From an optimization exercise on the open Yosys and OpenROAD flow, aimed at small area, a short achievable clock period and few clock cycles; shortcuts taken in it are not production practice. At most, simulation tests tie the RTL to the original design; equivalence was not proved. For runs 3 to 5, only the layout was checked, not whether the RTL still works. No activity file was given, so power comes from the tool's default toggle rates.

===== config.mk =====
export PLATFORM = sky130hd
export DESIGN_NAME = PipelinedCPU
export DESIGN_NICKNAME = PipelinedCPU
export VERILOG_FILES = /design/flow/design.v
export SDC_FILE = /design/flow/constraint.sdc
export NUM_CORES = 4
export LEC_CHECK = 0
export CAP_MARGIN = 20
export CORE_MARGIN = 2
export CORE_UTILIZATION = 40
export SETUP_SLACK_MARGIN = 3.8
export SLEW_MARGIN = 20

===== constraint.sdc =====
create_clock -name core_clock -period 8.0 [get_ports {clk}]
set_input_delay 1.6000 -clock core_clock [delete_from_list [all_inputs] [get_ports {clk}]]
set_output_delay 1.6000 -clock core_clock [all_outputs]
set_load 0.01 [all_outputs]

===== design.v =====
module RegFile(clk, rst, src1, src2, byp1, byp2, byp_data, src1_data, src2_data, wrt_en, dst, dst_data);
	input clk, rst;
	input [3:0] src1, src2, dst;
	input byp1, byp2;
	input [31:0] byp_data;
	input wrt_en;
	input [31:0] dst_data;
	output reg [31:0] src1_data, src2_data;
	wire [31:0] wdata = rst ? 32'b0 : dst_data;
	wire [31:0] q [0:15];
	genvar i;
	generate
		for (i = 0; i < 16; i = i + 1) begin : r
			reg [31:0] val;
			always @(posedge clk)
				if (rst | (wrt_en & (dst == i)))
					val <= wdata;
			assign q[i] = val;
		end
	endgenerate
	integer k;
	always @(*) begin
		src1_data = byp_data & {32{byp1}};
		src2_data = byp_data & {32{byp2}};
		for (k = 0; k < 16; k = k + 1) begin
			src1_data = src1_data | (q[k] & {32{~byp1 & (src1 == k)}});
			src2_data = src2_data | (q[k] & {32{~byp2 & (src2 == k)}});
		end
	end
endmodule
module PipelinedCPU(clk, reset, imem_addr, imem_data, dmem_addr, dmem_wdata, dmem_we, dmem_rdata);
	input  clk;
	input  reset;
	output [31:0] imem_addr;
	input  [31:0] imem_data;
	output [31:0] dmem_addr;
	output [31:0] dmem_wdata;
	output dmem_we;
	input  [31:0] dmem_rdata;
	parameter START_PC = 32'h40;
	wire [3:0]  f_cls = imem_data[31:28];
	wire [3:0]  f_op  = imem_data[27:24];
	wire [3:0]  f_a   = imem_data[23:20];
	wire [3:0]  f_b   = imem_data[19:16];
	wire [3:0]  f_c   = imem_data[15:12];
	wire [15:0] f_imm = imem_data[15:0];
	wire f_alur = (f_cls == 4'hC);
	wire f_alui = (f_cls == 4'h4);
	wire f_cmpr = (f_cls == 4'hD);
	wire f_cmpi = (f_cls == 4'h5);
	wire f_br   = (f_cls == 4'h2);
	wire f_jal  = (f_cls == 4'h6);
	wire f_lw   = (f_cls == 4'h7);
	wire f_sw   = (f_cls == 4'h3);
	wire f_mvhi = f_alui & (f_op == 4'hF);
	wire f_brz  = f_br & (f_op == 4'h2 | f_op == 4'hD | f_op == 4'h8 |
	                      f_op == 4'h1 | f_op == 4'hE | f_op == 4'hF);
	wire       f_bs  = (f_cls[3:1] == 3'b001);         
	wire [3:0] idx1 = f_b;
	wire [3:0] idx2 = f_bs ? f_a : f_c;
	wire [31:0] rf1, rf2;
	wire        x_we;
	wire [3:0]  x_dst;
	wire [31:0] x_res;
	wire byp1 = x_we & (x_dst == idx1);
	wire byp2 = x_we & (x_dst == idx2);
	RegFile regfile(clk, reset, idx1, idx2, byp1, byp2, x_res, rf1, rf2, x_we, x_dst, x_res);
	wire [31:0] f_simm = {{16{f_imm[15]}}, f_imm};
	wire [31:0] f_bval = f_mvhi ? {f_imm, 16'b0} :
	                     (f_alui | f_cmpi) ? f_simm :
	                     rf2;
	reg [2:0] f_tt;
	always @(*) begin
		case (f_op)
			4'h0: f_tt = 3'b111;  
			4'h1: f_tt = 3'b011;  
			4'h2: f_tt = 3'b100;  
			4'h3: f_tt = 3'b000;  
			4'h5: f_tt = 3'b011;  
			4'h6: f_tt = 3'b100;  
			4'h8: f_tt = 3'b110;  
			4'h9: f_tt = 3'b010;  
			4'hA: f_tt = 3'b101;  
			4'hB: f_tt = 3'b001;  
			4'hC: f_tt = 3'b110;  
			4'hD: f_tt = 3'b010;  
			4'hE: f_tt = 3'b101;  
			default: f_tt = 3'b001;  
		endcase
	end
	wire f_isalu = f_alur | (f_alui & ~f_mvhi);
	wire f_radd  = f_isalu & (f_op == 4'h7);
	wire f_rsub  = f_isalu & (f_op == 4'h6);
	wire f_rlog  = f_isalu & ~(f_op == 4'h7) & ~(f_op == 4'h6);
	wire f_cmp   = f_cmpr | f_cmpi;
	wire f_sub   = f_rsub | f_cmp | f_br;
	wire f_invb  = f_rsub | f_cmp;
	wire f_inva  = f_br;
	wire [17:0] f_immr = f_jal ? {f_imm, 2'b00} : {{2{f_imm[15]}}, f_imm};
	wire f_bwd  = f_imm[15];
	wire f_nul  = (f_imm == 16'h0000);
	wire f_pred = f_br & (f_bwd ? (f_op != 4'h3) : (f_op == 4'h0 | f_op == 4'h5 | f_op == 4'h1));
	wire [31:2] fa     = imem_addr[31:2];
	wire [31:2] f_npc  = fa + 30'd1;
	wire [31:2] f_btgt = fa + {{14{f_imm[15]}}, f_imm} + 30'd1;
	reg  [31:0] opA, opB;
	reg  [31:2] npc;       
	reg  [31:2] btgt;      
	reg  [17:0] immr;
	reg  [3:0]  dst;
	reg         we, st, ld, br, jal, pred, nul;
	reg         sub, rarith, rlog, rmvhi, rlink;
	reg  [2:0]  lop;       
	reg  [2:0]  tt;
	wire        cond;
	wire        mispredict = br & ~nul & (cond ^ pred);
	always @(posedge clk) begin
		opA  <= (rf1 ^ {32{f_inva}}) | {32{f_brz}};
		opB  <= f_bval ^ {32{f_invb}};
		btgt <= f_btgt;
		immr <= f_immr;
		dst  <= f_a;
		lop  <= {f_op[3], f_op[1], f_op[0]};
		tt   <= f_tt;
		sub  <= f_sub;
		rarith <= f_radd | f_rsub;
		rlog <= f_rlog;
		rmvhi <= f_mvhi;
		rlink <= f_jal;
		pred <= f_pred;
		nul  <= f_nul;
		if (reset | mispredict) begin
			npc <= reset ? START_PC[31:2] : (cond ? btgt : npc);
			we  <= 1'b0;
			st  <= 1'b0;
			ld  <= 1'b0;
			br  <= 1'b0;
			jal <= 1'b0;
		end else begin
			npc <= f_npc;
			we  <= f_alur | f_alui | f_cmpr | f_cmpi | f_jal | f_lw;
			st  <= f_sw;
			ld  <= f_lw;
			br  <= f_br;
			jal <= f_jal;
		end
	end
	wire [31:0] simmr = {{14{immr[17]}}, immr};
	wire [31:0] as    = opA + opB + {31'b0, sub};   
	wire [31:0] addr  = opA + simmr;                
	wire        eq    = &(opA ^ opB);               
	assign      cond  = eq ? tt[2] : (as[31] ? tt[1] : tt[0]);
	wire [31:0] lres0 = lop[1] ? (opA ^ opB) : lop[0] ? (opA | opB) : (opA & opB);
	wire [31:0] lres  = lres0 ^ {32{lop[2]}};
	assign x_res = ld     ? dmem_rdata :
	               rlink  ? {npc, 2'b00} :
	               rmvhi  ? opB :
	               rarith ? as :
	               rlog   ? lres :
	               {31'b0, cond};
	assign x_we  = we;
	assign x_dst = dst;
	assign imem_addr  = {jal ? addr[31:2] : (br & pred) ? btgt : npc, 2'b00};
	assign dmem_addr  = addr;
	assign dmem_wdata = opB;
	assign dmem_we    = st;
endmodule

===== run.sh =====
#!/bin/bash
# synth_recipe.tcl (not shown) runs the flow's synth.tcl, then flattens the netlist and writes it again
# the make line also repeats each setting of config.mk as NAME=value (left out here)
make -C /OpenROAD-flow-scripts/flow DESIGN_CONFIG=/design/flow/config.mk WORK_HOME=/design/flow/orfs CLKGATE_MAP_FILE= SYNTH_SCRIPT=/design/flow/synth_recipe.tcl finish

==> run_results.csv, run 1 <==
group,metric,value,unit
logic_synthesis,synth_fa_ha_area_share,4.409,%
timing,finalHoldViolCount,0,
placement,dpl.cell_count,4729,
timing,period_minus_slack,5.298,ns
logic_synthesis,async_reset_ff_share,0,%
clock_tree,clockBufferDepth,3,
timing,slew_viol_final,0,
logic_synthesis,synth_compound_area_share,23.08,%
clock_tree,root_buffer,"clkbuf_16",
cells_and_area,fin_cells,5159,
logic_synthesis,synth_most_common_cell,"edfxtp_1",
floorplan,start_util,40.50,%
worst_setup_path,endpoint_kind,"output port",
worst_setup_path,critPathRequiredTime,6.40,ns
cells_and_area,final_nets,4045,
logic_synthesis,syn_area,37290,um^2
logic_synthesis,synth.distinct_cells,101,
timing,period_share,66.22,%
drt,firstDrtPassIters,17,
global_routing,grt_max_degree,65,
logic_synthesis,yosysWarnings,2,
floorplan,die-area,95680,um^2
hold_path,hold_class,"flop to flop",
clock_tree,insertion_delay,0.66,ns
cells_and_area,seqCellArea,19060,um^2
pwr,power.density,233.3,nW/um^2
timing,timing.fmax,188.8,MHz
clock_tree,numCtsBuffers,74,
floorplan,num_rows,111,
global_routing,grt_antenna_before_repair,7,
drt,routed_via_density,6.928,
global_routing,grt-ovfl-total,0,
logic_synthesis,synth_top_area_share,43.65,%
floorplan,ioPinCount,163,
worst_setup_path,crit_type,"flop to output port",
timing,hold_slack,0.6005,ns
hold_path,hold_start,"btgt[5]",
logic_synthesis,ys_seq_elements,676,
logic_synthesis,synth-simple-area-share,11.30,%
logic_synthesis,synth_xor_xnor_area_share,3.805,%
drt,ant_nets,0,
drt,wl_per_cell,34.56,um
cells_and_area,areaGrowthSynthToFinish,30.65,%
clock_tree,cts_max_level,3,
pwr,ir_worst_vdd,0.1768,mV
drt,drc,0,
logic_synthesis,avgSynthCellArea,10.77,um^2
cells_and_area,multi_input_area,19790,um^2
drt,drtIter0Drc,7149,
run_status,status,"no timing/DRC/antenna violations",
cells_and_area,layout-drive-gt1-share,27.14,%
timing,rsz0062_at_grt,"yes",
logic_synthesis,synth_edf_count,542,
worst_setup_path,r2r-start,"opA[0]",
job,cap_violations,0,
worst_setup_path,crit_path_start_kind,"flop",
logic_synthesis,syn_inst,3462,
global_routing,grt_pass1_vias,33180,
floorplan,die_x,309.3,um
floorplan,coreArea,92080,um^2
logic_synthesis,synth_area_leaders,"edfxtp_1, dfxtp_1, a22oi_1",
logic_synthesis,yosysSeqAreaShare,50.84,%
worst_setup_path,reg2reg_slack,3.16,ns
cells_and_area,fillCellCount,7776,
logic_synthesis,synthMuxAreaShare,2.607,%
drt,num_vias,35740,
placement,dp_hpwl,108800,um
logic_synthesis,synth_common_cells,"edfxtp_1, a22oi_1, nor2_1, nand2_1, clkbuf_1",
pwr,leakagePower,17.98,nW
drt,wirelength,178300,um
timing,setup_viol,0,
worst_setup_path,critPathMaxFanout,3,
worst_setup_path,arrival,3.70,ns
clock_tree,cts.sinks,676,
logic_synthesis,synth_area_leader_cell,"edfxtp_1",
cells_and_area,utilization,52.91,%
clock_tree,hold_buffers,0,
global_routing,grt_pass1_wl,240600,um
clock_tree,tritoncts,"yes",
timing,fin_tns_setup,0,ns
global_routing,grt_use_total,35.26,%
clock_tree,clkTransAtPathRegs,0.06,ns
placement,gp_congestion,0.9754,
floorplan,fp.dieH,309.3,um
timing,skew,0.03082,ns
logic_synthesis,synth_ff_type,"edfxtp_1",
timing,max_slew.worst_pin.slew,1.373,ns
placement,io_buffer_count,160,
timing,relSlewSlack,8.346,%
worst_setup_path,startpoint,"opA[12]",
logic_synthesis,synth_top_family_by_area,"compound AO/OA/AOI/OAI gates",
## routing by layer
metal	part of all wire [%]	vias to the layer above	GRT usage, %
li1	-	14470	-
met1	34	17010	42.43
met2	42	3263	52.35
met3	14	993	11.90
met4	9.7	10	26.38
met5	0.13	-	0
## power breakdown
group	switching, mW	total (mW)	internal (mW)
Sequential	0.399	4.56	4.16
Clock	1.49	3.53	2.04
Combinational	1.90	3.28	1.38
## layout make-up
class,count,area share (%)
diodes,6,0.03082
clock buffers,98,4.135
clock inverters,38,0.8989
inverters,121,0.9657
multi-input cells,2421,40.62
flip-flops and latches,676,39.13
well taps,1243,3.192
repair buffers,556,11.02
## worst paths after layout
path              depth (start not counted)             to
setup / recovery                         12  imem_addr[31]
setup reg to reg                         26       btgt[31]
hold reg to reg                           2         npc[5]
hold / removal                            2         npc[5]
## cell usage in the layout, fill, tap and decap left out, drive strengths merged, types with 68 or more instances in the layout
cell	n
edfxtp	542
buf	437
a22oi	295
nor2	222
nand2	189
o21ai	177
a21oi	171
dfxtp	134
ha	125
inv	119
clkbuf	118
xnor2	111
nand3	92
nand4	90
clkdlybuf4s50	85
a221oi	84
a211oi	77
mux2i	69
nor3	68
## kinds of logic after synthesis
family / Yosys count
AO/OA/AOI/OAI: 1186
XOR/XNOR: 162
adder cells (fa/ha/maj): 129
buffers and inverters: 370
flip-flops: 676
multiplexers: 94
other: 1
AND/OR/NAND/NOR: 844
## registers in the layout (all words and copies together), names as in the netlist, 3 cells and up
name           cells
immr              18
lop                3
regfile.r.val    512
npc               30
tt                 3
opB               32
opA               32
btgt              30
dst                4
## repair_timing
| action | CTS | global route |
|---|---|---|
| pin swaps | 104 | 198 |
| gates cloned | 7 | 11 |
| gates resized for setup | 519 | 352 |
| endpoints found under the hold margin | 0 | 0 |
| setup buffers | 157 | 113 |
| setup endpoints to repair | 515 | 580 |
## metrics by stage
stage | worst slack (ns) | instance area [um^2] | total power, mW
after CTS | 2.703 | 46390 | 10.91
after floorplan | 3.610 | 38090 | 5.958
after global placement | 1.753 | 41200 | 7.085
final | 2.702 | 48720 | 11.37
after global routing | 2.669 | 48710 | 11.67
after detailed placement | 1.585 | 41210 | 7.094
## critical path: stages, from the launching register on
cell       delay, ns
dfxtp_4         0.41
ha_4            0.23
a211oi_4        0.25
o21bai_4        0.10
a2111oi_4       0.44
a21oi_4         0.12
a221o_1         0.39
a31o_4          0.25
and2_4          0.16
or4_4           0.43
nand3_4         0.10
inv_2           0.04
buf_6           0.11
Testbench counts, summed over its fixed seeds: cycles 35,396.
==> run 2, diff against run 1 <==
--- a/config.mk
+++ b/config.mk
@@ -5,6 +5,7 @@
 export SDC_FILE = /design/flow/constraint.sdc
 export NUM_CORES = 4
 export LEC_CHECK = 0
+export ABC_AREA = 1
 export CAP_MARGIN = 20
 export CORE_MARGIN = 2
 export CORE_UTILIZATION = 40
==> run 2 against run 1 <==
Worst setup slack improved by 0.80 ns. Via count up 12%. Hold slack got worse by 0.039 ns. Sequential share of layout area is 1.1 points lower. Register-to-register slack better by 0.71 ns. Synthesized cell count grew 44%. Routed wire length is 8.7% higher. Sequential cell count is the same. First-iteration DRC count down 12%. Total power up 0.93%. Global-route usage increased by 1.2 points. Critical path depth rose by 1. Still clean.
==> run_results.csv, run 2 <==
group,metric,value,unit
logic_synthesis,synth_edf_count,542,
pwr,p_total,11.47,mW
worst_setup_path,rr_worst_depth,25,
placement,dpl.cell_count,6332,
clock_tree,clkTransAtPathRegs,0.06,ns
logic_synthesis,syn_inst,4981,
floorplan,die-area,102000,um^2
pwr,ir_worst_vdd,0.1333,mV
timing,timing.fmax,222.3,MHz
clock_tree,tritoncts,"yes",
global_routing,grt_pass1_vias,36260,
logic_synthesis,syn_area,39780,um^2
cells_and_area,utilization,50.93,%
logic_synthesis,synth_top_area_share,40.91,%
worst_setup_path,arrival,2.90,ns
worst_setup_path,critPathMaxFanout,4,
run_status,status,"no timing/DRC/antenna violations",
timing,skew,0.02767,ns
clock_tree,cts.sinks,676,
global_routing,grt_max_degree,54,
worst_setup_path,crit_family,"simple AND/OR/NAND/NOR gates",
logic_synthesis,synth_ff_type,"edfxtp_1",
hold_path,hold-path-cell-count,2,
drt,num_vias,39950,
timing,slew_viol_final,0,
pwr,power.density,228.9,nW/um^2
worst_setup_path,endpoint_kind,"output port",
logic_synthesis,avgSynthCellArea,7.987,um^2
floorplan,start_util,40.42,%
cells_and_area,largest_register_ffs,512,
timing,period_share,56.22,%
clock_tree,numCtsBuffers,79,
drt,firstDrtPassIters,8,
logic_synthesis,synth_area_leaders,"edfxtp_1, nand2_1, dfxtp_1",
logic_synthesis,async_reset_ff_share,0,%
timing,finalHoldViolCount,0,
timing,max_slew.worst_pin.slew,1.169,ns
worst_setup_path,path_depth,13,
drt,ant_nets,0,
cells_and_area,largestRegisters,"regfile.r.val (512), opA (32), opB (32)",
cells_and_area,final_nets,5547,
logic_synthesis,yosysWarnings,2,
job,cap_violations,0,
placement,io_buffer_count,160,
clock_tree,root_buffer,"clkbuf_16",
clock_tree,clockBufferDepth,3,
worst_setup_path,cpMostUsedCell,"nand2_2",
worst_setup_path,crit_path_start_kind,"flop",
logic_synthesis,ys_seq_elements,676,
cells_and_area,final_common_cell,"nand2_1",
logic_synthesis,yosysSeqAreaShare,47.66,%
floorplan,fp.dieH,319.4,um
global_routing,grt-ovfl-total,0,
drt,drc,0,
cells_and_area,fin_cells,6697,
placement,dp_hpwl,127000,um
cells_and_area,areaGrowthSynthToFinish,25.99,%
drt,drtIter0Drc,6274,
clock_tree,insertion_delay,0.68,ns
drt,wl_per_cell,28.94,um
worst_setup_path,crit_type,"flop to output port",
hold_path,hold_class,"flop to flop",
worst_setup_path,crit_chain,"ha_4 > a21o_1 > nand2_1 > nand2_2 > a21oi_4 > inv_1 > nand2_2 > nand3_1 > nand2_1 > nand3_1 > nand2_2 > inv_2 > clkdlybuf4s15_2",
timing,fin_tns_setup,0,ns
floorplan,coreArea,98420,um^2
placement,gp_congestion,1.016,
clock_tree,cts_max_level,3,
floorplan,die_x,319.4,um
logic_synthesis,synth_most_common_cell,"nand2_1",
timing,relSlewSlack,22.08,%
global_routing,grt_antenna_before_repair,4,
logic_synthesis,synth.distinct_cells,61,
cells_and_area,most-common-layout-cells,"nand2_1, inv_1, edfxtp_1",
worst_setup_path,critPathMaxStageDelay,0.39,ns
logic_synthesis,synth_area_leader_cell,"edfxtp_1",
timing,setup_viol,0,
pwr,leakagePower,21.16,nW
floorplan,num_rows,115,
logic_synthesis,synth_common_cells,"nand2_1, inv_1, edfxtp_1, nor2_1, o21ai_0",
worst_setup_path,crit_path_top_delay_cell,"dfxtp_4",
timing,period_minus_slack,4.498,ns
worst_setup_path,critPathRequiredTime,6.40,ns
global_routing,grt_use_total,36.49,%
drt,routed_via_density,5.966,
timing,rsz0062_at_grt,"yes",
cells_and_area,layout-drive-gt1-share,18.67,%
floorplan,ioPinCount,163,
global_routing,grt_pass1_wl,265000,um
drt,wirelength,193800,um
cells_and_area,max_flop_register,"regfile.r.val",
worst_setup_path,critPathBufInv,3,
-- run 2: cell count changes after synthesis, moves of 94 or more --
cell | before | now
a21oi_1 | 170 | 289
a22oi_1 | 295 | 4
inv_1 | 120 | 662
nand2_1 | 188 | 1340
nand3_1 | 91 | 259
nor2_1 | 220 | 438
o21ai_0 | 172 | 344
o22ai_1 | 6 | 106
xnor2_1 | 111 | 17
-- run 2: worst register-to-register path, stage by stage (launching register included) --
cell and delay, ns:
dfxtp_4 0.39, ha_4 0.28, a21o_1 0.23, nand2_1 0.12, nand2_2 0.09, a21oi_4 0.21, nand2_4 0.09, buf_12 0.13
xor2_4 0.16, buf_6 0.13, o21ai_4 0.18, inv_2 0.08, buf_4 0.14, ha_2 0.31, nand2_1 0.07, nor2_1 0.05
a211oi_2 0.15, o21ai_1 0.13, nand2_1 0.13, nand3_4 0.12, nand2_1 0.09, o211ai_1 0.13, a21oi_1 0.21, xor2_1 0.19
xor2_1 0.16, inv_1 0.05
-- run 2: through the flow --
| stage | setup slack [ns] | instance area [um^2] | hold WS, ns |
|---|---|---|---|
| 2_1_floorplan | 3.991 | 39790 | 0.4960 |
| 3_3_place_gp | 2.272 | 42920 | 0.5496 |
| 3_5_place_dp | 2.245 | 42920 | 0.5568 |
| 4_1_cts | 3.488 | 48400 | 0.5632 |
| 5_1_grt | 3.415 | 50120 | 0.5898 |
| 6_report | 3.502 | 50120 | 0.5620 |
-- run 2: final timing paths --
| check | start | to | slack, ns |
|---|---|---|---|
| setup / recovery | opA[6] | imem_addr[21] | 3.50 |
| hold / removal | btgt[20] | npc[20] | 0.56 |
| setup reg to reg | opA[6] | btgt[31] | 3.87 |
| hold reg to reg | btgt[20] | npc[20] | 0.56 |
-- run 2: final cells by class --
class / instances / area, um^2
flip-flops and latches: 676 / 19040
clock buffers: 107 / 2165
clock inverters: 31 / 290.3
well taps: 1287 / 1610
fillers: 9305 / 48300
diodes: 1 / 2.502
repair inverters: 2 / 15.01
inverters: 693 / 2735
multi-input cells: 3440 / 19920
repair buffers: 460 / 4345
-- run 2: repair_timing --
action	4_1_cts	5_1_grt
setup buffers	133	88
endpoints found under the hold margin	0	0
hold buffers	0	0
gates resized for setup	725	263
endpoints found under the setup margin	326	474
pin swaps	121	85
gates cloned	2	3
-- run 2: logic make-up after synthesis --
kind of cell / Yosys count / synth area share (%)
simple gates: 2247 / 23.45
compound gates: 981 / 14.23
buf+inv: 868 / 8.753
flops: 676 / 47.66
fa+ha+maj: 129 / 4.133
xor+xnor: 76 / 1.692
mux: 3 / 0.07863
other cells: 1 / 0.009426
-- run 2: routing by layer --
| metal | up-vias | global-route usage [%] | routed length [um] |
|---|---|---|---|
| met5 | - | 0 | 183 |
| met4 | 4 | 22.58 | 14330 |
| met3 | 700 | 11.61 | 26030 |
| met2 | 3049 | 54.53 | 82090 |
| met1 | 18730 | 45.79 | 71190 |
| li1 | 17470 | - | - |
-- run 2: report_power, final --
| part | switching (mW) | internal [mW] | leakage, nW |
|---|---|---|---|
| Clock | 1.53 | 2.00 | 1.20 |
| Combinational | 2.14 | 1.28 | 13.2 |
| Sequential | 0.343 | 4.17 | 6.78 |
==> run 3, diff against run 2 <==
--- a/design.v
+++ b/design.v
@@ -113,7 +113,8 @@
 	reg  [2:0]  lop;       
 	reg  [2:0]  tt;
 	wire        cond;
-	wire        mispredict = br & ~nul & (cond ^ pred);
+	wire [31:0] addr;
+	wire        mispredict = (br & ~nul & (cond ^ pred)) | jal;
 	always @(posedge clk) begin
 		opA  <= (rf1 ^ {32{f_inva}}) | {32{f_brz}};
 		opB  <= f_bval ^ {32{f_invb}};
@@ -130,7 +131,7 @@
 		pred <= f_pred;
 		nul  <= f_nul;
 		if (reset | mispredict) begin
-			npc <= reset ? START_PC[31:2] : (cond ? btgt : npc);
+			npc <= reset ? START_PC[31:2] : jal ? addr[31:2] : (cond ? btgt : npc);
 			we  <= 1'b0;
 			st  <= 1'b0;
 			ld  <= 1'b0;
@@ -147,7 +148,7 @@
 	end
 	wire [31:0] simmr = {{14{immr[17]}}, immr};
 	wire [31:0] as    = opA + opB + {31'b0, sub};   
-	wire [31:0] addr  = opA + simmr;                
+	assign      addr  = opA + simmr;                
 	wire        eq    = &(opA ^ opB);               
 	assign      cond  = eq ? tt[2] : (as[31] ? tt[1] : tt[0]);
 	wire [31:0] lres0 = lop[1] ? (opA ^ opB) : lop[0] ? (opA | opB) : (opA & opB);
@@ -160,7 +161,7 @@
 	               {31'b0, cond};
 	assign x_we  = we;
 	assign x_dst = dst;
-	assign imem_addr  = {jal ? addr[31:2] : (br & pred) ? btgt : npc, 2'b00};
+	assign imem_addr  = {(br & pred) ? btgt : npc, 2'b00};
 	assign dmem_addr  = addr;
 	assign dmem_wdata = opB;
 	assign dmem_we    = st;
==> run 3 against run 2 <==
Clock skew decreased by 0.0041 ns. Critical endpoint is now dmem_addr[26]. Largest power group unchanged. First-iteration DRC count increased by 2.2%. Sequential share of layout area rose by 1.7 points. Critical path type unchanged. Hold slack gained 0.13 ns. Register-to-register slack better by 0.10 ns. Highest routed layer unchanged. Worst setup slack worse by 0.12 ns. Largest cell class is now registers. Utilization decreased by 1.4 points. Die area is 1.4% lower. Sequential cell count is the same. Non-clock buffer count fell by 113. Total power rose by 5.9%.
==> run_results.csv, run 3 <==
group,metric,value,unit
logic_synthesis,synth_area_leaders,"edfxtp_1, nand2_1, dfxtp_1",
worst_setup_path,crit_chain,"ha_4 > inv_2 > fa_2 > o21ai_4 > nand3_2 > nand3_4 > a21oi_4 > o21bai_4 > a21oi_4 > o21ai_2 > xor2_1 > buf_4 > buf_6",
floorplan,coreArea,96850,um^2
floorplan,ioPinCount,163,
logic_synthesis,synth_ff_type,"edfxtp_1",
worst_setup_path,endpoint_kind,"output port",
logic_synthesis,synth_edf_count,542,
worst_setup_path,crit_path_top_delay_cell,"fa_2",
cells_and_area,most-common-layout-cells,"nand2_1, inv_1, edfxtp_1",
cells_and_area,final_nets,5190,
timing,max_slew.worst_pin.slew,1.078,ns
drt,drc,0,
hold_path,hold_class,"flop to flop",
logic_synthesis,syn_area,39200,um^2
logic_synthesis,yosysWarnings,2,
worst_setup_path,critPathMaxStageDelay,0.41,ns
timing,period_share,57.77,%
timing,setup_viol,0,
logic_synthesis,synth_most_common_cell,"nand2_1",
timing,finalHoldViolCount,0,
worst_setup_path,critPathBufInv,3,
clock_tree,clockBufferDepth,3,
drt,firstDrtPassIters,10,
timing,timing.fmax,216.4,MHz
timing,period_minus_slack,4.622,ns
clock_tree,root_buffer,"clkbuf_16",
placement,io_buffer_count,160,
placement,dp_hpwl,123000,um
clock_tree,cts_max_level,3,
pwr,p_total,12.16,mW
timing,relSlewSlack,27.38,%
logic_synthesis,synth_compound_area_share,14.84,%
global_routing,grt-ovfl-total,0,
clock_tree,tritoncts,"yes",
clock_tree,numCtsBuffers,75,
logic_synthesis,synth_top_family_by_area,"simple AND/OR/NAND/NOR gates",
job,cap_violations,0,
pwr,leakagePower,19.68,nW
drt,routed_via_density,6.045,
worst_setup_path,crit_type,"flop to output port",
drt,wl_per_cell,29.20,um
cells_and_area,areaGrowthSynthToFinish,22.43,%
run_status,status,"no timing/DRC/antenna violations",
global_routing,grt_pass1_wl,253500,um
drt,ant_nets,0,
logic_synthesis,synth_fa_ha_area_share,4.194,%
clock_tree,clkTransAtPathRegs,0.06,ns
logic_synthesis,synth_top_area_share,41.52,%
cells_and_area,max_flop_register,"regfile.r.val",
cells_and_area,final_common_cell,"nand2_1",
drt,drtIter0Drc,6409,
cells_and_area,largest_register_ffs,512,
clock_tree,insertion_delay,0.67,ns
worst_setup_path,crit_path_start_kind,"flop",
cells_and_area,largestRegisters,"regfile.r.val (512), opA (32), opB (32)",
timing,fin_tns_setup,0,ns
floorplan,fp.dieH,317.0,um
global_routing,grt_pass1_vias,34990,
floorplan,num_rows,114,
logic_synthesis,synth-simple-area-share,21.96,%
global_routing,grt_max_degree,55,
logic_synthesis,synthMuxAreaShare,0.02873,%
floorplan,die_x,317.0,um
logic_synthesis,synth_area_leader_cell,"edfxtp_1",
logic_synthesis,yosysSeqAreaShare,48.36,%
clock_tree,cts.sinks,676,
logic_synthesis,ys_seq_elements,676,
timing,rsz0062_at_grt,"yes",
floorplan,start_util,40.47,%
logic_synthesis,avgSynthCellArea,8.266,um^2
worst_setup_path,arrival,3.02,ns
worst_setup_path,critPathRequiredTime,6.40,ns
drt,wirelength,184900,um
cells_and_area,layout-drive-gt1-share,14.96,%
worst_setup_path,crit_family,"compound AO/OA/AOI/OAI gates",
timing,slew_viol_final,0,
pwr,ir_worst_vdd,0.1769,mV
global_routing,grt_antenna_before_repair,6,
worst_setup_path,cpMostUsedCell,"a21oi_4",
floorplan,die-area,100500,um^2
global_routing,grt_use_total,35.61,%
logic_synthesis,synth_common_cells,"nand2_1, inv_1, edfxtp_1, nor2_1, o21ai_0",
clock_tree,hold_buffers,0,
logic_synthesis,synth_xor_xnor_area_share,2.279,%
logic_synthesis,syn_inst,4742,
placement,gp_congestion,1.047,
logic_synthesis,async_reset_ff_share,0,%
drt,num_vias,38280,
pwr,power.density,253.3,nW/um^2
worst_setup_path,critPathMaxFanout,4,
timing,skew,0.02361,ns
logic_synthesis,synth.distinct_cells,70,
[run 3: changes by cell type after synthesis, moves of 11 or more]
cell / delta
o21ai_0: -27
xor2_1: +16
xnor2_1: +11
buf_2: +12
nand2_1: -75
inv_1: -67
nand3_1: -55
o21ai_2: +15
nor2_1: -70
[run 3: kinds of logic after synthesis]
logic type               Yosys count
AND/OR/NAND/NOR                 2046
AO/OA/AOI/OAI                    984
buffers and inverters            803
flip-flops                       676
adder cells (fa/ha/maj)          129
XOR/XNOR                         102
other                              1
multiplexers                       1
[run 3: worst reg2reg max path: stages (launching register included)]
cell and delay [ns]:
dfxtp_1 0.47, inv_1 0.15, fa_1 0.42, inv_1 0.10
fa_1 0.24, nand2_1 0.07, nand2_1 0.17, a21oi_1 0.11
inv_1 0.13, nand3_1 0.11, nand3b_1 0.11, nand2_1 0.06
nor2_1 0.08, o21ai_0 0.19, a21boi_0 0.29, inv_1 0.14
nor2_1 0.83
[run 3: per-layer routing]
layer	global-route usage (%)	vias up	part of all wire, %
met5	0	-	0.090
met4	22.43	14	7.8
met3	10.74	770	14
met2	53.16	3135	43
met1	45.07	17860	36
li1	-	16500	-
[run 3: final timing paths]
path / from / endpoint / slack, ns / cells after the start
max reg2reg: opB[0] / regfile.r[6].val[16] / 3.97 / 16
min reg2reg: regfile.r[13].val[24] / opA[24] / 0.69 / 4
max: opA[0] / dmem_addr[26] / 3.38 / 13
min: regfile.r[13].val[24] / opA[24] / 0.69 / 4
[run 3: cell type report]
type,count,area (um^2)
clock buffers,93,2069
multi-input cells,3266,19010
diodes,1,2.502
well taps,1276,1597
inverters,629,2474
repair buffers,347,3281
clock inverters,44,513.0
fillers,9155,48860
flip-flops and latches,676,19050
[run 3: per-stage QoR]
| stage | hold WS, ns | instance area, um^2 | std cells | util (%) | setup slack, ns |
|---|---|---|---|---|---|
| finish | 0.6876 | 47990 | 6332 | 49.55 | 3.378 |
| global route | 0.7324 | 47990 | 6331 | 49.55 | 3.302 |
| CTS | 0.6733 | 46850 | 6289 | 48.37 | 3.414 |
| detailed placement | 0.6549 | 42340 | 6085 | 43.71 | 2.097 |
| global placement | 0.6514 | 42300 | 6083 | 43.68 | 2.175 |
| floorplan | 0.5879 | 39200 | 4743 | - | 3.990 |
[run 3: power breakdown]
group          total, mW  internal, mW  switching (mW)
clock network       3.67          2.12            1.55
logic               3.86          1.42            2.44
registers           4.63          4.27           0.357
[run 3: repair_timing]
action                     4_1_cts  5_1_grt
cloned                           1        2
buffers inserted                66       39
pin swaps                       59       69
setup endpoints to repair      226      429
resized for setup              423      198
==> run 4, diff against run 3 <==
--- a/config.mk
+++ b/config.mk
@@ -9,5 +9,6 @@
 export CAP_MARGIN = 20
 export CORE_MARGIN = 2
 export CORE_UTILIZATION = 40
+export CTS_BUF_LIST = sky130_fd_sc_hd__clkbuf_8
 export SETUP_SLACK_MARGIN = 3.8
 export SLEW_MARGIN = 20
==> run 4 against run 3 <==
Clock-buffer cell count is 39 higher. Via count is 0.60% higher. Critical path depth stayed put. Non-clock buffer count is 7 higher. Routed wire length is 0.65% higher. Total power is 2.7% lower. Combinational power is 1% higher. First-iteration DRC count is 0.70% higher. Maximum frequency is 1.8% lower. Final cell count is 1.4% higher. Global-route usage hardly changed.
==> run_results.csv, run 4 <==
group,metric,value,unit
run_status,status,"no timing/DRC/antenna violations",
clock_tree,tritoncts,"yes",
floorplan,start_util,40.47,%
worst_setup_path,critPathMaxFanout,4,
logic_synthesis,ys_seq_elements,676,
cells_and_area,areaGrowthSynthToFinish,22.46,%
logic_synthesis,synth_edf_count,542,
clock_tree,cts.sinks,676,
cells_and_area,most-common-layout-cells,"nand2_1, inv_1, edfxtp_1",
floorplan,ioPinCount,163,
floorplan,coreArea,96850,um^2
global_routing,grt_max_degree,55,
logic_synthesis,synth_ff_type,"edfxtp_1",
timing,relSlewSlack,28.70,%
drt,firstDrtPassIters,7,
timing,finalHoldViolCount,0,
drt,wl_per_cell,28.98,um
timing,fin_tns_setup,0,ns
global_routing,grt_antenna_before_repair,3,
logic_synthesis,synth_top_area_share,41.52,%
floorplan,fp.dieH,317.0,um
clock_tree,clockBufferDepth,3,
logic_synthesis,synth_area_leaders,"edfxtp_1, nand2_1, dfxtp_1",
clock_tree,insertion_delay,0.81,ns
floorplan,die-area,100500,um^2
logic_synthesis,synth_most_common_cell,"nand2_1",
logic_synthesis,yosysSeqAreaShare,48.36,%
timing,skew,0.07233,ns
timing,timing.fmax,212.4,MHz
worst_setup_path,endpoint_kind,"output port",
logic_synthesis,async_reset_ff_share,0,%
cells_and_area,largestRegisters,"regfile.r.val (512), opA (32), opB (32)",
clock_tree,cts_max_level,3,
timing,max_slew.worst_pin.slew,1.065,ns
logic_synthesis,synth_area_leader_cell,"edfxtp_1",
drt,drc,0,
logic_synthesis,syn_area,39200,um^2
logic_synthesis,yosysWarnings,2,
clock_tree,numCtsBuffers,114,
drt,ant_nets,0,
floorplan,die_x,317.0,um
cells_and_area,final_common_cell,"nand2_1",
pwr,leakagePower,19.93,nW
clock_tree,root_buffer,"clkbuf_8",
timing,rsz0062_at_grt,"yes",
global_routing,grt_use_total,35.62,%
logic_synthesis,synth.distinct_cells,70,
hold_path,hold_class,"flop to flop",
pwr,p_total,11.83,mW
logic_synthesis,synth_common_cells,"nand2_1, inv_1, edfxtp_1, nor2_1, o21ai_0",
timing,period_share,58.86,%
timing,setup_viol,0,
worst_setup_path,reg2reg_slack,3.80,ns
logic_synthesis,syn_inst,4742,
drt,drtIter0Drc,6454,
worst_setup_path,critPathRequiredTime,6.40,ns
pwr,power.density,246.5,nW/um^2
drt,wirelength,186100,um
floorplan,num_rows,114,
cells_and_area,largest_register_ffs,512,
timing,slew_viol_final,0,
timing,period_minus_slack,4.709,ns
clock_tree,clkTransAtPathRegs,0.06,ns
job,cap_violations,0,
global_routing,grt_pass1_vias,35270,
worst_setup_path,arrival,3.11,ns
cells_and_area,final_nets,5236,
global_routing,grt_pass1_wl,253900,um
logic_synthesis,avgSynthCellArea,8.266,um^2
worst_setup_path,crit_type,"flop to output port",
placement,gp_congestion,1.047,
pwr,ir_worst_vdd,0.1369,mV
placement,dp_hpwl,123000,um
worst_setup_path,crit_path_start_kind,"flop",
placement,io_buffer_count,160,
cells_and_area,layout-drive-gt1-share,15.63,%
cells_and_area,max_flop_register,"regfile.r.val",
drt,num_vias,38500,
drt,routed_via_density,5.997,
global_routing,grt-ovfl-total,0,
## run 4: layer usage
metal / global-route usage, % / wire length [um] / vias to the layer above
li1: - / - / 16640
met1: 45.50 / 68140 / 18050
met2: 53.36 / 79380 / 3101
met3: 9.828 / 24500 / 716
met4: 22.43 / 14040 / 2
met5: 0.1420 / 11 / -
## run 4: final timing paths
kind,from,end,depth (start not counted)
max,opA[0],dmem_addr[26],13
min,regfile.r[13].val[24],opA[24],4
max reg2reg,lop[0],opB[3],16
min reg2reg,regfile.r[13].val[24],opA[24],4
## run 4: kinds of logic (layout without fill, tap and decap cells)
family | count (synthesis) | count (layout) | synth area share, %
fa+ha+maj | 129 | 129 | 4.194
mux | 1 | 1 | 0.02873
compound gates | 984 | 984 | 14.84
flops | 676 | 676 | 48.36
buf+inv | 803 | 1196 | 8.321
simple gates | 2046 | 2048 | 21.96
xor+xnor | 102 | 102 | 2.279
other cells | 1 | 9 | 0.009567
## run 4: metrics by stage
step	util [%]	std cells	hold slack, ns	instance area, um^2	setup WS, ns
finish	49.56	6421	0.6950	48000	3.291
global route	49.55	6415	0.7341	47990	3.225
CTS	48.16	6365	0.6644	46650	3.287
detailed placement	43.71	6085	0.6549	42340	2.097
global placement	43.68	6083	0.6514	42300	2.175
floorplan	-	4743	0.5879	39200	3.990
## run 4: report_power, final
group          leakage (nW)  internal [mW]  switching, mW
clock network          1.36           1.74           1.55
logic                  11.8           1.44           2.47
registers              6.75           4.27          0.360
total                  19.9           7.46           4.37
## run 4: repair_timing
| item | in CTS | in global routing |
|---|---|---|
| hold buffers | 0 | 0 |
| gates cloned | 1 | 5 |
| setup buffers | 66 | 43 |
| gates resized for setup | 432 | 219 |
| endpoints found under the setup margin | 211 | 432 |
| pin swaps | 65 | 59 |
## run 4: cell type report
type	instances	area (um^2)
timing repair buffer	354	3422
fill	9177	48850
sequential	676	19050
tap	1276	1597
clock inverter	81	566.8
inverter	629	2479
antenna	7	17.52
clock buffer	132	1817
multi-input combinational	3266	19060
## run 4: worst max-delay path, cell delays in order (launching register included)
cell and delay, ns:
dfxtp_4 0.39, ha_4 0.15, inv_2 0.03, fa_2 0.37, o21ai_4 0.21, nand3_2 0.13
nand3_4 0.16, a21oi_4 0.09, o21bai_4 0.15, a21oi_2 0.08, o21ai_1 0.15, xor2_1 0.16
buf_4 0.16, buf_6 0.10
==> run 5, diff against run 4 <==
==> flow/run.sh (new file) <==
#!/bin/bash
# Own flow: the standard layout (standard.sh, unchanged synthesis), with the port buffers
# made from plain buffers (sky130_fd_sc_hd__buf_4) instead of the delay cells buffer_ports
# picks by default. Each step's output goes to its own log file here.
set -euo pipefail
export BUFFER_PORTS_ARGS="-buffer_cell sky130_fd_sc_hd__buf_4"
bash standard.sh synth > synth.log 2>&1
bash standard.sh > layout.log 2>&1
==> standard.sh (new file) <==
#!/bin/bash
# synth_recipe.tcl (not shown) runs the flow's synth.tcl, then flattens the netlist and writes it again
# the make line also repeats each setting of config.mk as NAME=value (left out here)
make -C /OpenROAD-flow-scripts/flow DESIGN_CONFIG=/design/flow/config.mk WORK_HOME=/design/flow/orfs CLKGATE_MAP_FILE= SYNTH_SCRIPT=/design/flow/synth_recipe.tcl "${@:-finish}"
--- a/config.mk
+++ b/config.mk
@@ -9,6 +9,5 @@
 export CAP_MARGIN = 20
 export CORE_MARGIN = 2
 export CORE_UTILIZATION = 40
-export CTS_BUF_LIST = sky130_fd_sc_hd__clkbuf_8
 export SETUP_SLACK_MARGIN = 3.8
 export SLEW_MARGIN = 20
removed: run.sh
==> run 5 against run 4 <==
Maximum frequency is 1.4% higher. Largest cell class is now registers. Total power increased by 0.61%. Still clean. Clock power is 8.8% higher. Critical path depth shrank 4. Sequential cell count unchanged. Via count shrank 0.50%. Highest routed layer unchanged. Final area is 2.7% lower. Largest power group unchanged.
==> run_results.csv, run 5 <==
group,metric,value,unit
run_status,status,"no timing/DRC/antenna violations",
clock_tree,cts_max_level,3,
timing,rsz0062_at_grt,"yes",
global_routing,grt_max_degree,60,
timing,timing.final.ws_setup,3.359,ns
logic_synthesis,yosysWarnings,2,
pwr,ir_worst_vdd,0.1581,mV
worst_setup_path,crit_path_start_kind,"flop",
floorplan,num_rows,114,
pwr,seqPwrFrac,39.0,%
logic_synthesis,synth_top_area_share,41.52,%
cells_and_area,final_nets,5162,
cells_and_area,layout-drive-gt1-share,15.75,%
logic_synthesis,yosysSeqAreaShare,48.36,%
cells_and_area,areaGrowthSynthToFinish,19.12,%
worst_setup_path,arrival,3.04,ns
timing,skew,0.03173,ns
timing,fin_tns_setup,0,ns
timing,slew_viol_final,0,
logic_synthesis,avgSynthCellArea,8.266,um^2
timing,finalHoldViolCount,0,
logic_synthesis,synth_common_cells,"nand2_1, inv_1, edfxtp_1, nor2_1, o21ai_0",
logic_synthesis,synth_area_leaders,"edfxtp_1, nand2_1, dfxtp_1",
floorplan,fp.dieH,317.0,um
cells_and_area,largestRegisters,"regfile.r.val (512), opA (32), opB (32)",
worst_setup_path,crit_type,"flop to output port",
clock_tree,insertion_delay,0.68,ns
logic_synthesis,synth_edf_count,542,
pwr,p_sw,4.313,mW
global_routing,grt_pass1_vias,34600,
logic_synthesis,synth_area_leader_cell,"edfxtp_1",
timing,relSlewSlack,23.42,%
worst_setup_path,endpoint_kind,"output port",
drt,firstDrtPassIters,6,
placement,io_buffer_count,160,
drt,drtIter0Drc,6641,
cells_and_area,largest_register_ffs,512,
logic_synthesis,async_reset_ff_share,0,%
drt,routed_via_density,6.072,
timing,setup_viol,0,
logic_synthesis,syn_area,39200,um^2
timing,max_slew.worst_pin.slew,1.137,ns
cells_and_area,final_common_cell,"nand2_1",
worst_setup_path,critPathMaxFanout,6,
global_routing,grt_pass1_wl,253000,um
logic_synthesis,synth_most_common_cell,"nand2_1",
drt,num_vias,38310,
placement,dp_hpwl,119500,um
cells_and_area,fillCellCount,9203,
clock_tree,clkTransAtPathRegs,0.06,ns
clock_tree,numCtsBuffers,76,
cells_and_area,most-common-layout-cells,"nand2_1, inv_1, edfxtp_1",
floorplan,start_util,40.47,%
pwr,power.density,254.9,nW/um^2
timing,period_share,58.02,%
pwr,p_int,7.590,mW
placement,gp_congestion,1.018,
pwr,leakagePower,19.48,nW
pwr,pwr-share-clk,30.1,%
logic_synthesis,synth_ff_type,"edfxtp_1",
floorplan,die_x,317.0,um
clock_tree,cts.sinks,676,
timing,period_minus_slack,4.642,ns
clock_tree,root_buffer,"clkbuf_16",
logic_synthesis,ys_seq_elements,676,
job,cap_violations,0,
cells_and_area,max_flop_register,"regfile.r.val",
hold_path,hold_class,"flop to flop",
timing,timing.fmax,215.4,MHz
placement,post-place-ws,2.612,ns
drt,wirelength,185000,um
drt,wl_per_cell,29.32,um
floorplan,die-area,100500,um^2
global_routing,grt_use_total,35.67,%
logic_synthesis,syn_inst,4742,
clock_tree,hold_buffers,0,
global_routing,grt-ovfl-total,0,
drt,drc,0,
logic_synthesis,synth.distinct_cells,70,
drt,ant_nets,0,
floorplan,ioPinCount,163,
pwr,power_frac_comb,30.9,%
clock_tree,clockBufferDepth,3,
global_routing,grt_antenna_before_repair,4,
cells_and_area,utilization,48.21,%
clock_tree,tritoncts,"yes",
pwr,p_total,11.90,mW
pwr,switching_share,36.23,%
floorplan,coreArea,96850,um^2
worst_setup_path,critPathRequiredTime,6.40,ns
## run 5: what timing repair did
action | in CTS | in global routing
setup buffers | 47 | 37
resized for setup | 223 | 151
endpoints found under the setup margin | 154 | 307
pin swaps | 43 | 52
endpoints found under the hold margin | 0 | 0
## run 5: power groups by stage
stage / logic (mW) / clock network [mW] / registers, mW
2_1_floorplan: 1.95 / 0 / 4.50
3_3_place_gp: 3.10 / 0 / 4.67
3_5_place_dp: 3.12 / 0 / 4.67
4_1_cts: 3.37 / 3.59 / 4.61
5_1_grt: 3.96 / 3.72 / 4.65
6_report: 3.68 / 3.58 / 4.64
## run 5: worst paths after layout
kind | start | endpoint | slack [ns] | cells past startpoint
min reg2reg | regfile.r[6].val[2] | opA[2] | 0.68 | 4
min | regfile.r[6].val[2] | opA[2] | 0.68 | 4
max | opA[13] | dmem_addr[28] | 3.36 | 9
max reg2reg | lop[1] | regfile.r[6].val[4] | 3.83 | 9
## run 5: critical path, stage by stage, from the launching register on
cell	delay, ns
dfxtp_4	0.40
ha_1	0.44
a21oi_1	0.26
o21ai_1	0.16
a21oi_1	0.16
nor2_1	0.07
a211oi_1	0.19
nand2_1	0.20
xor2_4	0.29
buf_4	0.17
## run 5: cell families after synthesis
group | count (synthesis) | share of synthesized area [%]
buffers and inverters | 803 | 8.321
AND/OR/NAND/NOR | 2046 | 21.96
multiplexers | 1 | 0.02873
other | 1 | 0.009567
AO/OA/AOI/OAI | 984 | 14.84
flip-flops | 676 | 48.36
adder cells (fa/ha/maj) | 129 | 4.194
XOR/XNOR | 102 | 2.279
## run 5: stage by stage
step / area [um^2] / hold WS, ns / instances
final: 46690 / 0.6803 / 6309
after global routing: 46680 / 0.7119 / 6304
after CTS: 45690 / 0.6651 / 6264
after detailed placement: 41870 / 0.6596 / 6078
after global placement: 41870 / 0.6597 / 6078
after floorplan: 39200 / 0.5879 / 4743
## run 5: cell type report
type | instances | area [um^2] | area share (%)
inverters | 629 | 2410 | 5.161
flip-flops and latches | 676 | 19070 | 40.85
repair buffers | 320 | 2575 | 5.515
well taps | 1276 | 1597 | 3.419
clock buffers | 99 | 2081 | 4.456
multi-input cells | 3264 | 18520 | 39.67
diodes | 5 | 12.51 | 0.02680
clock inverters | 40 | 424.2 | 0.9084
## run 5: routing by layer
layer	GRT usage [%]	share of wire, %	vias up
met1	45.83	36	17970
met4	22.20	7.7	4
li1	-	-	16460
met3	10.32	14	760
met5	0	0.014	-
met2	52.91	42	3124
==> run 6, diff against run 5 <==
--- a/design.v
+++ b/design.v
@@ -113,8 +113,7 @@
 	reg  [2:0]  lop;       
 	reg  [2:0]  tt;
 	wire        cond;
-	wire [31:0] addr;
-	wire        mispredict = (br & ~nul & (cond ^ pred)) | jal;
+	wire        mispredict = br & ~nul & (cond ^ pred);
 	always @(posedge clk) begin
 		opA  <= (rf1 ^ {32{f_inva}}) | {32{f_brz}};
 		opB  <= f_bval ^ {32{f_invb}};
@@ -131,7 +130,7 @@
 		pred <= f_pred;
 		nul  <= f_nul;
 		if (reset | mispredict) begin
-			npc <= reset ? START_PC[31:2] : jal ? addr[31:2] : (cond ? btgt : npc);
+			npc <= reset ? START_PC[31:2] : (cond ? btgt : npc);
 			we  <= 1'b0;
 			st  <= 1'b0;
 			ld  <= 1'b0;
@@ -148,7 +147,7 @@
 	end
 	wire [31:0] simmr = {{14{immr[17]}}, immr};
 	wire [31:0] as    = opA + opB + {31'b0, sub};   
-	assign      addr  = opA + simmr;                
+	wire [31:0] addr  = opA + simmr;                
 	wire        eq    = &(opA ^ opB);               
 	assign      cond  = eq ? tt[2] : (as[31] ? tt[1] : tt[0]);
 	wire [31:0] lres0 = lop[1] ? (opA ^ opB) : lop[0] ? (opA | opB) : (opA & opB);
@@ -161,7 +160,7 @@
 	               {31'b0, cond};
 	assign x_we  = we;
 	assign x_dst = dst;
-	assign imem_addr  = {(br & pred) ? btgt : npc, 2'b00};
+	assign imem_addr  = {jal ? addr[31:2] : (br & pred) ? btgt : npc, 2'b00};
 	assign dmem_addr  = addr;
 	assign dmem_wdata = opB;
 	assign dmem_we    = st;
==> run 6 against run 5 <==
Critical path type unchanged. Die area rose by 1.5%. Combinational power shrank 8.7%. Still clean. Critical endpoint is now imem_addr[31]. Global-route usage grew 0.86 points. Clock power is 2% lower. Synthesized cell count rose by 5.0%.
==> run_results.csv, run 6 <==
group,metric,value,unit
global_routing,grt_max_degree,54,
clock_tree,clockBufferDepth,3,
worst_setup_path,r2r-start,"opA[7]",
drt,ant_nets,0,
logic_synthesis,synth_area_leader_cell,"edfxtp_1",
drt,num_vias,39560,
floorplan,coreArea,98420,um^2
hold_path,hold-path-cell-count,2,
global_routing,grt_pass1_vias,36060,
worst_setup_path,endpoint_kind,"output port",
logic_synthesis,avgSynthCellArea,7.987,um^2
worst_setup_path,r2r_end,"btgt[31]",
floorplan,num_rows,115,
floorplan,start_util,40.42,%
timing,slew_viol_final,0,
worst_setup_path,critPathMaxFanout,4,
timing,timing.fmax,223.2,MHz
clock_tree,insertion_delay,0.67,ns
timing,rsz0062_at_grt,"yes",
timing,max_slew.worst_pin.slew,1.195,ns
global_routing,grt-ovfl-total,0,
cells_and_area,largestRegisters,"regfile.r.val (512), opA (32), opB (32)",
timing,finalHoldViolCount,0,
logic_synthesis,ys_seq_elements,676,
worst_setup_path,critPathMaxStageDelay,0.41,ns
pwr,ir_worst_vdd,0.1550,mV
timing,period_share,56.01,%
logic_synthesis,yosysWarnings,2,
cells_and_area,stdcell_area,49050,um^2
worst_setup_path,crit_type,"flop to output port",
pwr,power.density,232.1,nW/um^2
logic_synthesis,yosysSeqAreaShare,47.66,%
job,cap_violations,0,
worst_setup_path,arrival,2.88,ns
drt,wirelength,193100,um
clock_tree,root_buffer,"clkbuf_16",
clock_tree,tritoncts,"yes",
hold_path,hold_class,"flop to flop",
logic_synthesis,synth_edf_count,542,
logic_synthesis,synth_area_leaders,"edfxtp_1, nand2_1, dfxtp_1",
cells_and_area,final_common_cell,"nand2_1",
hold_path,hold_start,"btgt[8]",
placement,place_area,42500,um^2
timing,setup_viol,0,
placement,io_buffer_count,160,
drt,drc,0,
drt,wl_per_cell,29.00,um
clock_tree,cts.sinks,676,
global_routing,grt_use_total,36.53,%
timing,fin_tns_setup,0,ns
logic_synthesis,synth.distinct_cells,61,
placement,dp_hpwl,127900,um
cells_and_area,fillCellCount,9359,
cells_and_area,max_flop_register,"regfile.r.val",
hold_path,whs_endpoint,"npc[8]",
clock_tree,cts_max_level,3,
cells_and_area,areaGrowthSynthToFinish,23.30,%
logic_synthesis,synth_most_common_cell,"nand2_1",
timing,relSlewSlack,20.30,%
clock_tree,clkTransAtPathRegs,0.06,ns
worst_setup_path,crit_family,"compound AO/OA/AOI/OAI gates",
floorplan,die_x,319.4,um
drt,drtIter0Drc,6027,
cells_and_area,final_nets,5504,
logic_synthesis,synth_top_area_share,40.91,%
worst_setup_path,crit_path_start_kind,"flop",
run_status,status,"no timing/DRC/antenna violations",
timing,period_minus_slack,4.481,ns
global_routing,grt_pass1_wl,264900,um
logic_synthesis,syn_area,39780,um^2
worst_setup_path,critPathRequiredTime,6.40,ns
worst_setup_path,reg2reg_slack,3.80,ns
clock_tree,numCtsBuffers,76,
logic_synthesis,synth_common_cells,"nand2_1, inv_1, edfxtp_1, nor2_1, o21ai_0",
global_routing,grt_antenna_before_repair,2,
pwr,leakagePower,20.85,nW
floorplan,die-area,102000,um^2
cells_and_area,layout-drive-gt1-share,19.44,%
drt,routed_via_density,5.942,
cells_and_area,most-common-layout-cells,"nand2_1, inv_1, edfxtp_1",
logic_synthesis,syn_inst,4981,
worst_setup_path,crit_chain,"ha_4 > nand2_4 > o21ai_0 > nand2_1 > nand2_1 > a21oi_2 > nand2_2 > inv_2 > o211ai_1 > nand3_2 > nand2_2 > inv_2 > buf_6",
worst_setup_path,crit_path_top_delay_cell,"dfxtp_4",
floorplan,ioPinCount,163,
worst_setup_path,critPathBufInv,3,
placement,gp_congestion,1.011,
floorplan,fp.dieH,319.4,um
clock_tree,hold_buffers,0,
worst_setup_path,rr_worst_depth,25,
logic_synthesis,synth_ff_type,"edfxtp_1",
logic_synthesis,async_reset_ff_share,0,%
cells_and_area,largest_register_ffs,512,
drt,firstDrtPassIters,7,
timing,skew,0.03707,ns
-- run 6: cell count changes after synthesis, moves of 11 or more --
cell     before   now
nand2_1    1265  1340
nand3_1     204   259
buf_2        56    44
o21ai_2      23     8
inv_1       595   662
xor2_1       74    58
o21ai_0     317   344
xnor2_1      28    17
nor2_1      368   438
-- run 6: repair_timing --
| action | 4_1_cts | 5_1_grt |
|---|---|---|
| buffers inserted | 117 | 68 |
| setup endpoints to repair | 302 | 475 |
| gates resized for setup | 468 | 221 |
| gates cloned | 2 | 1 |
| pin swaps | 102 | 114 |
-- run 6: routing by layer --
metal	vias up	global-route usage, %	wire length, um	share of wire (%)
met1	18640	47.03	72050	37
met5	-	0	31	0.016
met4	2	19.78	13010	6.7
met3	619	10.93	25720	13
met2	2947	55.03	82270	43
li1	17350	-	-	-
-- run 6: power breakdown --
part	internal [mW]	switching, mW
combinational	1.24	2.12
sequential	4.17	0.353
clock	2.00	1.50
total	7.41	3.97
-- run 6: cell families (layout without fill, tap and decap cells) --
kind of cell / count (synthesis) / after routing / synth area share [%]
compound gates: 981 / 981 / 14.23
xor+xnor: 76 / 76 / 1.692
mux: 3 / 3 / 0.07863
buf+inv: 868 / 1254 / 8.753
other cells: 1 / 3 / 0.009426
flops: 676 / 676 / 47.66
fa+ha+maj: 129 / 129 / 4.133
simple gates: 2247 / 2249 / 23.45
-- run 6: how the worst max path moves through the flow --
stage	slack, ns	end	startpoint	cells after the start
after floorplan	3.99	btgt[28]	imem_data[0]	16
after global placement	2.31	opB[18]	imem_data[30]	19
after detailed placement	2.28	opB[18]	imem_data[30]	21
after CTS	3.46	imem_addr[24]	opA[0]	16
after global routing	3.42	imem_addr[31]	immr[17]	14
final	3.52	imem_addr[31]	opA[13]	13
-- run 6: worst reg2reg max path, delay by kind of cell (launching register included) --
kind                     cells  cell delay (ns)
AO/OA/AOI/OAI                6             0.98
flip-flops                   1             0.40
adder cells (fa/ha/maj)      2             0.66
AND/OR/NAND/NOR             10             1.04
buffers and inverters        4             0.45
XOR/XNOR                     3             0.59
-- run 6: area by class of cell --
type / count / area, um^2 / area share, %
Multi-Input combinational cell: 3440 / 19740 / 40.25
Sequential cell: 676 / 19050 / 38.83
Timing Repair Buffer: 421 / 3522 / 7.180
Inverter: 693 / 2669 / 5.441
Clock buffer: 103 / 2076 / 4.232
Tap cell: 1287 / 1610 / 3.283
Clock inverter: 36 / 374.1 / 0.7627
Timing Repair inverter: 1 / 7.507 / 0.01530
Antenna cell: 1 / 2.502 / 0.005102
-- run 6: per-stage QoR --
step	power (mW)	utilization (%)	hold slack (ns)	std cells	worst slack, ns
floorplan	5.900	-	0.4960	4982	3.991
CTS	11.05	48.43	0.5568	6587	3.456
finish	11.38	49.84	0.5725	6658	3.519
global placement	7.092	43.18	0.5321	6329	2.312
detailed placement	7.096	43.19	0.5407	6329	2.283
global route	11.75	49.84	0.5893	6657	3.417
Testbench counts of run 6, summed over its fixed seeds: cycles 35,396.
==> run 7, diff against run 6 <==
==> flow/run.sh (replaced) <==
#!/bin/bash
# Own flow: the standard layout (standard.sh, unchanged synthesis) with two changes:
#  - the port buffers are plain buffers (sky130_fd_sc_hd__buf_4) instead of the delay cells
#    buffer_ports picks by default;
#  - clock tree synthesis uses larger sink clusters and no dummy loads, for a shallower tree.
# Each step's output goes to its own log file here.
set -euo pipefail
export BUFFER_PORTS_ARGS="-buffer_cell sky130_fd_sc_hd__buf_4"
export CTS_ARGS="-sink_clustering_enable -repair_clock_nets -sink_clustering_size 30 -sink_clustering_max_diameter 100 -dont_use_dummy_load"
bash standard.sh synth > synth.log 2>&1
bash standard.sh > layout.log 2>&1
==> run 7 against run 6 <==
Global-route usage down 0.51 points. Total power down 15%. Final area down 3.7%. Utilization down 1.9 points. Die area unchanged. Largest cell class unchanged.
==> run_results.csv, run 7 <==
group,metric,value,unit
run_status,status,"no timing/DRC/antenna violations",
global_routing,grt_use_total,36.02,%
job,cap_violations,0,
global_routing,grt_pass1_wl,262300,um
global_routing,grt_max_degree,54,
logic_synthesis,synth_xor_xnor_area_share,1.692,%
pwr,ir_worst_vdd,0.1445,mV
global_routing,grt.met1_usage,46.60,%
global_routing,grtUsageMet2,54.31,%
logic_synthesis,synth_most_common_cell,"nand2_1",
timing,period_share,56.68,%
global_routing,grt-ovfl-total,0,
logic_synthesis,syn_area,39780,um^2
cells_and_area,fillCellCount,9551,
floorplan,num_rows,115,
placement,io_buffer_count,160,
logic_synthesis,synth_common_cells,"nand2_1, inv_1, edfxtp_1, nor2_1, o21ai_0",
cells_and_area,final_nets,5439,
cells_and_area,areaGrowthSynthToFinish,18.71,%
placement,dpl.cell_count,6329,
drt,firstDrtPassIters,7,
hold_path,hold_class,"flop to flop",
drt,ant_nets,0,
timing,relSlewSlack,20.72,%
cells_and_area,max_flop_register,"regfile.r.val",
logic_synthesis,synthMuxAreaShare,0.07863,%
timing,skew,0.1270,ns
cells_and_area,largestRegisters,"regfile.r.val (512), opA (32), opB (32)",
logic_synthesis,avgSynthCellArea,7.987,um^2
worst_setup_path,endpoint_kind,"output port",
worst_setup_path,critPathRequiredTime,6.40,ns
clock_tree,cts_max_level,1,
logic_synthesis,synth-simple-area-share,23.45,%
cells_and_area,largest_register_ffs,512,
timing,max_slew.worst_pin.slew,1.189,ns
floorplan,fp.dieH,319.4,um
timing,fin_tns_setup,0,ns
floorplan,coreArea,98420,um^2
timing,slew_viol_final,0,
clock_tree,insertion_delay,0.70,ns
logic_synthesis,synth.distinct_cells,61,
cells_and_area,multi_input_area,19760,um^2
logic_synthesis,synth_edf_count,542,
floorplan,die-area,102000,um^2
cells_and_area,seqCellArea,19050,um^2
logic_synthesis,synth_area_leaders,"edfxtp_1, nand2_1, dfxtp_1",
drt,num_vias,39130,
floorplan,ioPinCount,163,
cells_and_area,final_common_cell,"nand2_1",
drt,wl_per_cell,29.34,um
global_routing,top_usage_layer,"met2",
cells_and_area,layout-drive-gt1-share,18.07,%
floorplan,start_util,40.42,%
clock_tree,numCtsBuffers,30,
drt,drtIter0Drc,6205,
logic_synthesis,synth_compound_area_share,14.23,%
logic_synthesis,synth_top_area_share,40.91,%
logic_synthesis,synth_area_leader_cell,"edfxtp_1",
cells_and_area,fin_cells,6534,
worst_setup_path,crit_type,"flop to output port",
placement,gp_congestion,1.011,
cells_and_area,most-common-layout-cells,"nand2_1, inv_1, edfxtp_1",
worst_setup_path,arrival,2.93,ns
timing,timing.fmax,220.6,MHz
drt,wirelength,191700,um
floorplan,die_x,319.4,um
clock_tree,root_buffer,"clkbuf_16",
drt,routed_via_density,5.989,
drt,drc,0,
timing,period_minus_slack,4.534,ns
logic_synthesis,async_reset_ff_share,0,%
timing,setup_viol,0,
logic_synthesis,synth_fa_ha_area_share,4.133,%
pwr,power.density,204.1,nW/um^2
logic_synthesis,synth_ff_type,"edfxtp_1",
logic_synthesis,syn_inst,4981,
clock_tree,tritoncts,"yes",
worst_setup_path,crit_path_start_kind,"flop",
clock_tree,clkTransAtPathRegs,0.11,ns
placement,dp_hpwl,127900,um
clock_tree,clockBufferDepth,3,
worst_setup_path,critPathMaxFanout,4,
logic_synthesis,yosysSeqAreaShare,47.66,%
logic_synthesis,yosysWarnings,2,
clock_tree,cts.sinks,676,
timing,rsz0062_at_grt,"yes",
timing,finalHoldViolCount,0,
pwr,leakagePower,19.98,nW
global_routing,grt_pass1_vias,35350,
logic_synthesis,ys_seq_elements,676,
global_routing,grt_antenna_before_repair,4,
global_routing,met3_usage,10.62,%
logic_synthesis,synth_top_family_by_area,"simple AND/OR/NAND/NOR gates",
run 7: power by group:
part / internal (mW) / switching (mW)
logic: 1.24 / 2.12
registers: 4.16 / 0.351
clock network: 0.668 / 1.10
total: 6.07 / 3.57
run 7: per-stage QoR:
| step | hold WS [ns] | setup slack [ns] | instance area, um^2 | util, % | total power, mW |
|---|---|---|---|---|---|
| floorplan | 0.4960 | 3.991 | 39790 | - | 5.900 |
| global placement | 0.5321 | 2.312 | 42500 | 43.18 | 7.092 |
| detailed placement | 0.5407 | 2.283 | 42500 | 43.19 | 7.096 |
| CTS | 0.5672 | 3.393 | 45780 | 46.51 | 9.269 |
| global route | 0.6024 | 3.379 | 47210 | 47.97 | 9.977 |
| finish | 0.5737 | 3.466 | 47220 | 47.98 | 9.637 |
run 7: worst paths after layout:
check | from | endpoint | slack [ns] | depth (start not counted)
max reg2reg | opA[2] | btgt[31] | 3.74 | 26
min | btgt[8] | npc[8] | 0.57 | 2
min reg2reg | btgt[8] | npc[8] | 0.57 | 2
max | opA[16] | imem_addr[31] | 3.47 | 14
run 7: layout make-up:
| type | count | share of cell area (%) |
|---|---|---|
| Sequential cell | 676 | 40.34 |
| Timing Repair Buffer | 402 | 7.148 |
| Tap cell | 1287 | 3.410 |
| Timing Repair inverter | 1 | 0.01590 |
| Antenna cell | 5 | 0.02650 |
| Inverter | 693 | 5.630 |
| Multi-Input combinational cell | 3440 | 41.84 |
| Clock buffer | 30 | 1.590 |
run 7: logic make-up (layout without fill, tap and decap cells):
group | Yosys count | count (layout)
flops | 676 | 676
mux | 3 | 3
simple gates | 2247 | 2249
fa+ha+maj | 129 | 129
other cells | 1 | 7
xor+xnor | 76 | 76
compound gates | 981 | 981
buf+inv | 868 | 1126
run 7: per-layer routing:
metal  vias up  part of all wire (%)
met4         0                   7.0
li1      17160                     -
met3       628                    14
met1     18410                    37
met2      2942                    42
met5         -                     0
run 7: critical path, stage by stage (launching register included):
cell and delay (ns):
dfxtp_4 0.42, ha_4 0.32, nand2_2 0.12, nor2_4 0.15
buf_4 0.14, nand2_1 0.07, nand2_1 0.13, a21oi_4 0.08
nand2_4 0.08, inv_1 0.05, o211ai_1 0.26, nand3_2 0.12
nand2_2 0.11, inv_2 0.05, buf_4 0.14
run 7: repair_timing:
action / in CTS / in global routing
setup buffers: 96 / 70
gates resized for setup: 423 / 244
pin swaps: 74 / 87
cloned: 2 / 1
endpoints found under the setup margin: 299 / 473
hold buffers: 0 / 0

[separate check: timing with driven ports]
Ports are ideal in the flow. The routed layouts listed here were re-timed in OpenROAD.
Step 1, drivers: a clkbuf_16 drives clk and a buf_2 each remaining input, both assumed.
Step 2, shift: input delay + t, output delay - t, t = (earliest + latest rising clock arrival at the registers) / 2. This alone moves slack from input paths to output paths.
Three values: no drivers, after step 1, after step 2; two values: the first two.
| run | shift t [ns] | setup slack, ns | hold slack, ns | worst data-port slew with drivers (ns) |
|---|---|---|---|---|
| run 1 | 0.708 | 2.702 / 2.634 / 2.765 | 0.601 / 0.601 / 0.601 | 0.16 |
| run 2 | 0.737 | 3.502 / 3.428 / 3.128 | 0.562 / 0.562 / 0.562 | 0.08 |
| run 3 | 0.728 | 3.378 / 3.307 / 3.085 | 0.688 / 0.688 / 0.688 | 0.04 |
| run 4 | 0.835 | 3.291 / 3.228 / 2.965 | 0.695 / 0.695 / 0.695 | 0.04 |
| run 5 | 0.735 | 3.359 / 3.288 / 3.142 | 0.680 / 0.680 / 0.680 | 0.06 |
| run 6 | 0.720 | 3.519 / 3.449 / 3.212 | 0.572 / 0.572 / 0.572 | 0.09 |
| run 7 | 0.709 | 3.466 / 3.396 / 3.137 | 0.574 / 0.574 / 0.574 | 0.09 |
After both steps setup and hold are still met in every run listed. The setup slack of run 2, which loses most, moves by -0.074 ns with the drivers and by -0.374 ns with both steps.
